What follows belongs to an exercise in optimizing a design on an open flow for small area; a production flow would make more cautious choices. Only simulation tests tie the RTL to the original design; equivalence was not proved. The flow treats the clock pin as an ideal source, which a real chip does not have. Power and IR drop assume default switching activity.

Setup of nickel:
// psone
module psone(
	input		iCLK,
	input		iRESET,
	input		iKEY_ST,  
	output	oCS,
	output	oCLK,
	output	oMOSI,
	input		iMISO,
	input		iACK,
	input		iRX,
	output	oTX,
	output	oIND
);
Size: roughly 300 cells after synthesis, ~3800 um^2 of cells after synthesis.
make LEC_CHECK=0 CAP_MARGIN=20 CORE_MARGIN=2 CORE_UTILIZATION=40 CTS_BUF_LIST=sky130_fd_sc_hd__clkbuf_8 SLEW_MARGIN=20 finish   # period 10.0 ns
run.sh (not shown) runs the stock make flow with config.mk's settings and CLKGATE_MAP_FILE= SYNTH_SCRIPT=/design/flow/synth_recipe.tcl, a recipe that flattens the netlist after the stock synthesis.
For maple, these inputs were changed with respect to nickel:
==> flow/flow/run.sh (new file) <==
#!/bin/bash
# The standard layout (standard.sh) with three changes:
#  - synthesis maps the logic with an area-oriented ABC script (flow/abc_area.script)
#    in place of ORFS's speed script; everything else in the synthesis is the
#    standard one (synth_recipe.tcl on ORFS's synth.tcl), so the registers and
#    their names are the standard synthesis's;
#  - clock tree synthesis without dummy loads, from clkbuf_4 buffers;
#  - port buffers are buf_1 cells.
# Each tool's output goes to a log file here.
set -euo pipefail
W=$(pwd)

# A copy of ORFS's scripts in which the speed ABC script is ours.
rm -rf "$W/orfs_scripts"
cp -r "$FLOW_HOME/scripts" "$W/orfs_scripts"
cp "$W/flow/abc_area.script" "$W/orfs_scripts/abc_speed.script"
{
  echo "set ::env(SCRIPTS_DIR) {$W/orfs_scripts}"
  cat "$W/synth_recipe.tcl"
} > "$W/area_synth.tcl"

export CTS_ARGS="-sink_clustering_enable -repair_clock_nets -dont_use_dummy_load -buf_list sky130_fd_sc_hd__clkbuf_4 -sink_clustering_size 40 -sink_clustering_max_diameter 100"
export BUFFER_PORTS_ARGS="-buffer_cell sky130_fd_sc_hd__buf_1"

# Synthesis only, with our script; standard.sh then finds it done and goes on.
make -C "$FLOW_HOME" DESIGN_CONFIG="$W/config.mk" WORK_HOME="$W/orfs" CLKGATE_MAP_FILE= \
  SYNTH_SCRIPT="$W/area_synth.tcl" ADDER_MAP_FILE= synth > "$W/synth.log" 2>&1
bash standard.sh > "$W/standard.log" 2>&1
==> flow/flow/abc_area.script (new file) <==
strash
&get -n
&st
&dch
&nf -p -R 1000 -C 32
&put
mfs2
strash
&get -n
&st
&dch
&nf -p -R 1000 -C 32
&put
mfs2
strash
&get -n
&st
&dch
&nf -p -R 1000 -C 32
&put
topo
==> flow/standard.sh (new file) <==
#!/bin/bash
# synth_recipe.tcl (not shown) runs the flow's synth.tcl, then flattens the netlist and writes it again
# the make line also repeats each setting of config.mk as NAME=value (left out here)
make -C /OpenROAD-flow-scripts/flow DESIGN_CONFIG=/design/flow/config.mk WORK_HOME=/design/flow/orfs CLKGATE_MAP_FILE= SYNTH_SCRIPT=/design/flow/synth_recipe.tcl "${@:-finish}"
diff --git a/flow/config.mk b/flow/config.mk
--- a/flow/config.mk
+++ b/flow/config.mk
@@ -8,5 +8,8 @@
 export CAP_MARGIN = 20
 export CORE_MARGIN = 2
-export CORE_UTILIZATION = 40
-export CTS_BUF_LIST = sky130_fd_sc_hd__clkbuf_8
+export CORE_UTILIZATION = 65
+export CTS_BUF_LIST = sky130_fd_sc_hd__clkbuf_4
+export CTS_CLUSTER_DIAMETER = 100
+export CTS_CLUSTER_SIZE = 40
+export PLACE_DENSITY = 0.8
 export SLEW_MARGIN = 20
removed: flow/run.sh
[summary]
nickel -> maple: global-route wire length before repair decreased by a little under 10%
Relative to nickel, met3 routing resource usage after global routing increased by 2.4 points in maple.
On worst hold slack: maple sits below nickel.

========
psone again, from the RTL that the note above started with.
export LEC_CHECK = 0
export CAP_MARGIN = 20
export CORE_MARGIN = 2
export CORE_UTILIZATION = 40
export CTS_BUF_LIST = sky130_fd_sc_hd__clkbuf_4
export CTS_CLUSTER_DIAMETER = 100
export CTS_CLUSTER_SIZE = 40
export SLEW_MARGIN = 20
create_clock -name core_clock -period 10.0 [get_ports {iCLK}]
standard.sh (not shown) runs the stock make flow with config.mk's settings and CLKGATE_MAP_FILE= SYNTH_SCRIPT=/design/flow/synth_recipe.tcl, a recipe that flattens the netlist after the stock synthesis.
==> flow/flow/run.sh <==
#!/bin/bash
# The standard layout (standard.sh), with two changes:
#  - clock tree synthesis without dummy loads, from clkbuf_4 buffers;
#  - port buffers are buf_1 cells.
set -euo pipefail
export CTS_ARGS="-sink_clustering_enable -repair_clock_nets -dont_use_dummy_load -buf_list sky130_fd_sc_hd__clkbuf_4 -sink_clustering_size 40 -sink_clustering_max_diameter 100"
export BUFFER_PORTS_ARGS="-buffer_cell sky130_fd_sc_hd__buf_1"
bash standard.sh > standard.log 2>&1
Rerun with:
==> flow/flow/run.sh (replaced) <==
#!/bin/bash
# The standard layout (standard.sh) with three changes:
#  - synthesis maps the logic with an area-oriented ABC script (flow/abc_area.script)
#    in place of ORFS's speed script; everything else in the synthesis is the
#    standard one (synth_recipe.tcl on ORFS's synth.tcl), so the registers and
#    their names are the standard synthesis's;
#  - clock tree synthesis without dummy loads, from clkbuf_4 buffers;
#  - port buffers are buf_1 cells.
# Each tool's output goes to a log file here.
set -euo pipefail
W=$(pwd)

# A copy of ORFS's scripts in which the speed ABC script is ours.
rm -rf "$W/orfs_scripts"
cp -r "$FLOW_HOME/scripts" "$W/orfs_scripts"
cp "$W/flow/abc_area.script" "$W/orfs_scripts/abc_speed.script"
{
  echo "set ::env(SCRIPTS_DIR) {$W/orfs_scripts}"
  cat "$W/synth_recipe.tcl"
} > "$W/area_synth.tcl"

export CTS_ARGS="-sink_clustering_enable -repair_clock_nets -dont_use_dummy_load -buf_list sky130_fd_sc_hd__clkbuf_4 -sink_clustering_size 40 -sink_clustering_max_diameter 100"
export BUFFER_PORTS_ARGS="-buffer_cell sky130_fd_sc_hd__buf_1"

# Synthesis only, with our script; standard.sh then finds it done and goes on.
make -C "$FLOW_HOME" DESIGN_CONFIG="$W/config.mk" WORK_HOME="$W/orfs" CLKGATE_MAP_FILE= \
  SYNTH_SCRIPT="$W/area_synth.tcl" synth > "$W/synth.log" 2>&1
bash standard.sh > "$W/standard.log" 2>&1
==> flow/flow/abc_area.script (new file) <==
strash
&get -n
&st
&dch
&nf -p -R 1000 -C 32
&put
mfs2
strash
&get -n
&st
&dch
&nf -p -R 1000 -C 32
&put
mfs2
strash
&get -n
&st
&dch
&nf -p -R 1000 -C 32
&put
topo
=>
- total power hardly moves
- sequential share of layout area grows by 2.0 points
- register-to-register slack gets worse by 0.26 ns
- flip-flop and latch count stays the same
- wire length shrinks by 9.9%
- cell area shrinks by 2.9%
- clock power stays flat
- hold slack is about the same
- first-iteration DRC count shrinks by 4.4%
- setup slack gets better by 0.073 ns
Rerun with:
--- a/flow/flow/run.sh
+++ b/flow/flow/run.sh
@@ -26,3 +26,3 @@
 make -C "$FLOW_HOME" DESIGN_CONFIG="$W/config.mk" WORK_HOME="$W/orfs" CLKGATE_MAP_FILE= \
-  SYNTH_SCRIPT="$W/area_synth.tcl" synth > "$W/synth.log" 2>&1
+  SYNTH_SCRIPT="$W/area_synth.tcl" ADDER_MAP_FILE= synth > "$W/synth.log" 2>&1
 bash standard.sh > "$W/standard.log" 2>&1
The new run ran to the end with no violations.
Routed wire length climbs by 0.79%.
Flip-flop and latch count does not change.
Worst setup slack is better by 0.16 ns.
Global-route usage increases by 0.17 points.
Hold slack gets worse by 0.0033 ns.
First-iteration DRC count increases by 91%.
Via count is lower by 3.3%.
Total power barely changes.
Area after synthesis goes down by 2.3%.
Final cell count came out lower by 2.9%.

========
Setup of before:
The RTL this note starts from:
==> flow/design.v <==
module psone_debounce(
	input	iCLK,
	input	iRESET,
	input	iKEY,
	output	oKEY_FRONT
);
localparam N = 11;
localparam TAP = (N == 11) ? 8 : 2;	 
localparam [N-1:0] SEED = (N == 11) ? 'h01f : 'h5;
reg key_deb;
reg [1:0]  dff;
reg [1:0]  pressed;
reg [N-1:0] cnt;	 
localparam [N-1:0] CPOL = {(N+1)/2{2'b01}};
wire [N-1:0] cv = cnt ^ CPOL;
wire low_ones = &cv[N-2:0];
wire done     = low_ones & cv[N-1];
always @(posedge iCLK or negedge iRESET) begin
	if (!iRESET) begin
		dff     <= 2'd0;
		pressed <= 2'd0;
		key_deb <= 1'b0;
	end else begin
		dff     <= {dff[0], iKEY};
		pressed <= {pressed[0], key_deb};
		if (done) key_deb <= dff[1];
	end
end
always @(posedge iCLK) begin
	if (dff[0] ^ dff[1]) cnt <= SEED ^ CPOL;
	else cnt <= {cv[N-2:0], ~(cv[N-1] ^ cv[TAP]) | low_ones} ^ CPOL;
end
assign oKEY_FRONT = !pressed[0] & pressed[1];
endmodule
module psone(
	input		iCLK,
	input		iRESET,
	input		iKEY_ST,  
	output	oCS,
	output	oCLK,
	output	oMOSI,
	input		iMISO,
	input		iACK,
	input		iRX,
	output	oTX,
	output	oIND
);
localparam HP = 3500;			 
localparam HB = 2604;			 
localparam HR = HP - HB + 1;	 
localparam [11:0] H_0 = 12'd340;
function [11:0] hstep(input [11:0] s);
	hstep = {s[10:0], ~(s[11] ^ s[2] ^ s[0])};
endfunction
function [11:0] hpow(input integer n);
	integer i;
	begin
		hpow = H_0;
		for (i = 0; i < n; i = i + 1) hpow = hstep(hpow);
	end
endfunction
localparam [11:0] H_END = hpow(HP);	 
localparam [11:0] H_RE  = hpow(HR);	 
function integer pick_sk(input integer hp);
	integer k;
	reg [11:0] a, b, c;
	begin
		a = hpow(hp - 2);
		b = hpow(hp - 1);
		c = hpow(hp);
		pick_sk = -1;
		for (k = 11; k >= 0; k = k - 1)
			if ((a[k] != b[k]) && (b[k] == c[k])) pick_sk = k;
	end
endfunction
function pick_skv(input integer hp);
	reg [11:0] a;
	begin
		a = hpow(hp - 2);
		pick_skv = a[pick_sk(hp)];
	end
endfunction
localparam integer SK = pick_sk(HP);
localparam SKV = pick_skv(HP);
function bfb(input [3:0] s);
	bfb = ~(s[3] ^ s[2]) & ~s[1];
endfunction
function [3:0] bstep(input [3:0] s);
	bstep = {s[2:0], bfb(s)};
endfunction
wire KEY_PR;
reg en;		 
reg M;		 
reg cs;
reg mosi;
reg tx;
reg [11:0] H;		 
localparam [11:0] HPOL = 12'b101010101010;
wire [11:0] hv = H ^ HPOL;
reg        E0;		 
reg [4:1]  Eh;		 
wire [4:0] E = {Eh, E0};
reg [3:0]  B;
reg        bit_buf;
reg [71:0] ring;
reg [3:0]  P9;
reg [2:0]  P8;
wire HALF_PER   = (hv == H_END);
wire E25        = E[4] & E[3] & E[0];			 
wire B8         = B[3] & ~B[2] & ~B[0];			 
wire EN_SPI     = en & ~M;
wire LAST       = HALF_PER & E[4] & E[2] & E[1] & B8;	 
wire MATCH      = (P9 == B) & (P8 == E[3:1]);
wire WR         = MATCH & ~M & ~E[0] & (~E[4] | (E[3:1] == 3'd0));
always @(posedge iCLK or negedge iRESET) begin
	if (!iRESET) en <= 1'b0;
	else if (KEY_PR) en <= ~en;
end
always @(posedge iCLK or negedge iRESET) begin
	if (!iRESET) begin
		cs   <= 1'b1;
		mosi <= 1'b0;
	end else begin
		cs   <= ~EN_SPI;
		mosi <= ~cs & ~B[3] & ~B[1] &
		        (B[0] ? ((E == 5'd3) | (E == 5'd4) | (E == 5'd13) | (E == 5'd14))
		              : (~B[2] & (E < 5'd3)));
	end
end
reg [4:0] e_next;
reg       m_next;
always @(*) begin
	e_next = E;
	m_next = M;
	if (M ? LAST : cs) begin
		m_next = 1'b0;
		e_next = 5'd0;
	end else if (E25) begin
		if (~M & B8) begin
			m_next = 1'b1;
			e_next = 5'd24;
		end else e_next = {4'd0, M};
	end else if (HALF_PER | (M & E[4] & (E[3] | (E[2] & E[1] & E[0])))) e_next = E + 1'b1;	 
end
always @(posedge iCLK or negedge iRESET) begin
	if (!iRESET) begin
		M  <= 1'b0;
		E0 <= 1'b0;
	end else begin
		M  <= m_next;
		E0 <= e_next[0];
	end
end
always @(posedge iCLK) Eh <= e_next[4:1];
always @(posedge iCLK) begin
	if (M ? LAST : cs) B <= 4'd0;
	else if (E25 & (M | ~B8)) B <= bstep(B);
end
always @(posedge iCLK) begin
	if (M ? LAST : ~(EN_SPI & ~HALF_PER)) H <= H_0 ^ HPOL;
	else if (M & (HALF_PER | E25)) H <= H_RE ^ HPOL;
	else H <= hstep(hv) ^ HPOL;
end
always @(posedge iCLK or negedge iRESET) begin
	if (!iRESET) tx <= 1'b1;
	else if (M) begin
		if (E25) tx <= 1'b0;
		else if (HALF_PER & ~E[0]) tx <= bit_buf | (E[4] & (E[2] | E[1]));	 
	end else tx <= 1'b1;
end
function p8fb(input [2:0] s);
	p8fb = s[2] ^ (s[1] | ~s[0]);
endfunction
wire idle = cs & ~M;
always @(posedge iCLK) begin
	P9 <= {P9[2:0], bfb(P9) & ~idle};
	P8 <= {P8[1:0], p8fb(P8) & ~idle};
end
always @(posedge iCLK) begin
	if (M) begin
		if (MATCH) bit_buf <= ring[0];
	end else if (E[0] & (hv[SK] == SKV)) bit_buf <= iMISO;
	ring <= {WR ? bit_buf : ring[0], ring[71:1]};
end
psone_debounce DEB(
	.iCLK(iCLK),
	.iRESET(iRESET),
	.iKEY(iKEY_ST),
	.oKEY_FRONT(KEY_PR)
);
assign oCS   = cs;
assign oCLK  = ~(E[0] & ~E[4] & ~M);
assign oMOSI = mosi;
assign oTX   = tx;
assign oIND  = en;
endmodule
==> flow/config.mk <==
export PLATFORM = sky130hd
export DESIGN_NAME = psone
export DESIGN_NICKNAME = psone
export VERILOG_FILES = /design/flow/design.v
export SDC_FILE = /design/flow/constraint.sdc
export NUM_CORES = 4
export LEC_CHECK = 0
export CAP_MARGIN = 20
export CORE_MARGIN = 2
export CORE_UTILIZATION = 65
export CTS_BUF_LIST = sky130_fd_sc_hd__clkbuf_4
export CTS_CLUSTER_DIAMETER = 100
export CTS_CLUSTER_SIZE = 40
export PLACE_DENSITY = 0.8
export SLEW_MARGIN = 20
==> flow/constraint.sdc <==
create_clock -name core_clock -period 10.0 [get_ports {iCLK}]
set_input_delay 2.0000 -clock core_clock [delete_from_list [all_inputs] [get_ports {iCLK}]]
set_output_delay 2.0000 -clock core_clock [all_outputs]
set_load 0.01 [all_outputs]
==> flow/flow/run.sh <==
#!/bin/bash
# The standard layout (standard.sh) with three changes:
#  - synthesis maps the logic with an area-oriented ABC script (flow/abc_area.script)
#    in place of ORFS's speed script; everything else in the synthesis is the
#    standard one (synth_recipe.tcl on ORFS's synth.tcl), so the registers and
#    their names are the standard synthesis's;
#  - clock tree synthesis without dummy loads, from clkbuf_4 buffers;
#  - port buffers are buf_1 cells;
#  - after CTS, clock leaf buffers are downsized where the slew allows (flow/post_cts.tcl).
# Each tool's output goes to a log file here.
set -euo pipefail
W=$(pwd)

# A copy of ORFS's scripts in which the speed ABC script is ours.
rm -rf "$W/orfs_scripts"
cp -r "$FLOW_HOME/scripts" "$W/orfs_scripts"
cp "$W/flow/abc_area.script" "$W/orfs_scripts/abc_speed.script"
{
  echo "set ::env(SCRIPTS_DIR) {$W/orfs_scripts}"
  cat "$W/synth_recipe.tcl"
} > "$W/area_synth.tcl"

export CTS_ARGS="-sink_clustering_enable -repair_clock_nets -dont_use_dummy_load -buf_list sky130_fd_sc_hd__clkbuf_4 -sink_clustering_size 40 -sink_clustering_max_diameter 100"
export BUFFER_PORTS_ARGS="-buffer_cell sky130_fd_sc_hd__buf_1"
export POST_CTS_TCL="$W/flow/post_cts.tcl"

# Synthesis only, with our script; standard.sh then finds it done and goes on.
make -C "$FLOW_HOME" DESIGN_CONFIG="$W/config.mk" WORK_HOME="$W/orfs" CLKGATE_MAP_FILE= \
  SYNTH_SCRIPT="$W/area_synth.tcl" ADDER_MAP_FILE= synth > "$W/synth.log" 2>&1
bash standard.sh > "$W/standard.log" 2>&1
==> flow/flow/abc_area.script <==
strash
&get -n
&st
&dch -x
&nf -p -R 1000 -C 32
&put
mfs2
strash
&get -n
&st
&dch -x
&nf -p -R 1000 -C 32
&put
mfs2
strash
&get -n
&st
&dch -x
&nf -p -R 1000 -C 32
&put
mfs2
strash
&get -n
&st
&dch -x
&nf -p -R 1000 -C 32
&put
topo
Other scripts of this flow, unchanged in this note and not shown: flow/flow/post_cts.tcl
before went all the way through synthesis, placement and routing and the layout is clean on timing, DRC and antenna.
Modified inputs, after compared to before
==> flow/flow/abc_area.script <==
strash
&get -n
&st
&dch
&nf -p -R 1000 -C 32
&put
mfs2
strash
&get -n
&st
&dch
&nf -p -R 1000 -C 32
&put
mfs2
strash
&get -n
&st
&dch
&nf -p -R 1000 -C 32
&put
mfs2
strash
&get -n
&st
&dch
&nf -p -R 1000 -C 32
&put
topo
[summary]
- Higher met3 wire length goes to after over before.
- Changes observed in after relative to before: design area shows no meaningful change; routed wire length now smaller.

## re-timing with driven ports
How much do the figures lean on ideal ports? The routed layouts below were timed once more, with nothing changed but the port constraints.
Step 1: set_driving_cell puts a clkbuf_16 on iCLK and a buf_2 on each other input, an assumption about the parent block.
Step 2 adds t to the input delays and takes it off the output delays; t is the mean of the earliest and latest rising clock arrival at the registers after step 1. Input paths then give back, and output paths get back, about the clock's delay inside the block.
Three values: ideal ports, drivers, drivers and shift; two values: the first two.
run | t (ns) | slack for setup (ns) | worst hold slack (ns) | latest minus earliest clock arrival (ns) | pins driven straight from the clock port
nickel | 0.433 | 6.014 / 5.984 / 6.417 | 0.323 / 0.323 / 0.323 | 0.010 / 0.010 | 1
maple | 0.494 | 6.586 / 6.561 / 7.055 | 0.306 / 0.306 / 0.306 | 0.040 / 0.039 | 1
the first run of note 2 | 0.496 | 6.303 / 6.276 / 6.772 | 0.305 / 0.305 / 0.305 | 0.039 / 0.040 | 1
the second run of note 2 | 0.487 | 6.376 / 6.346 / 6.832 | 0.303 / 0.303 / 0.303 | 0.055 / 0.055 | 1
the third run of note 2 | 0.487 | 6.535 / 6.505 / 6.992 | 0.299 / 0.299 / 0.299 | 0.045 / 0.045 | 1
before | 0.462 | 6.553 / 6.526 / 6.988 | 0.304 / 0.304 / 0.304 | 0.063 / 0.062 | 1
after | 0.490 | 6.524 / 6.495 / 6.985 | 0.303 / 0.303 / 0.303 | 0.064 / 0.064 | 1
After both steps every run listed still meets setup and hold.
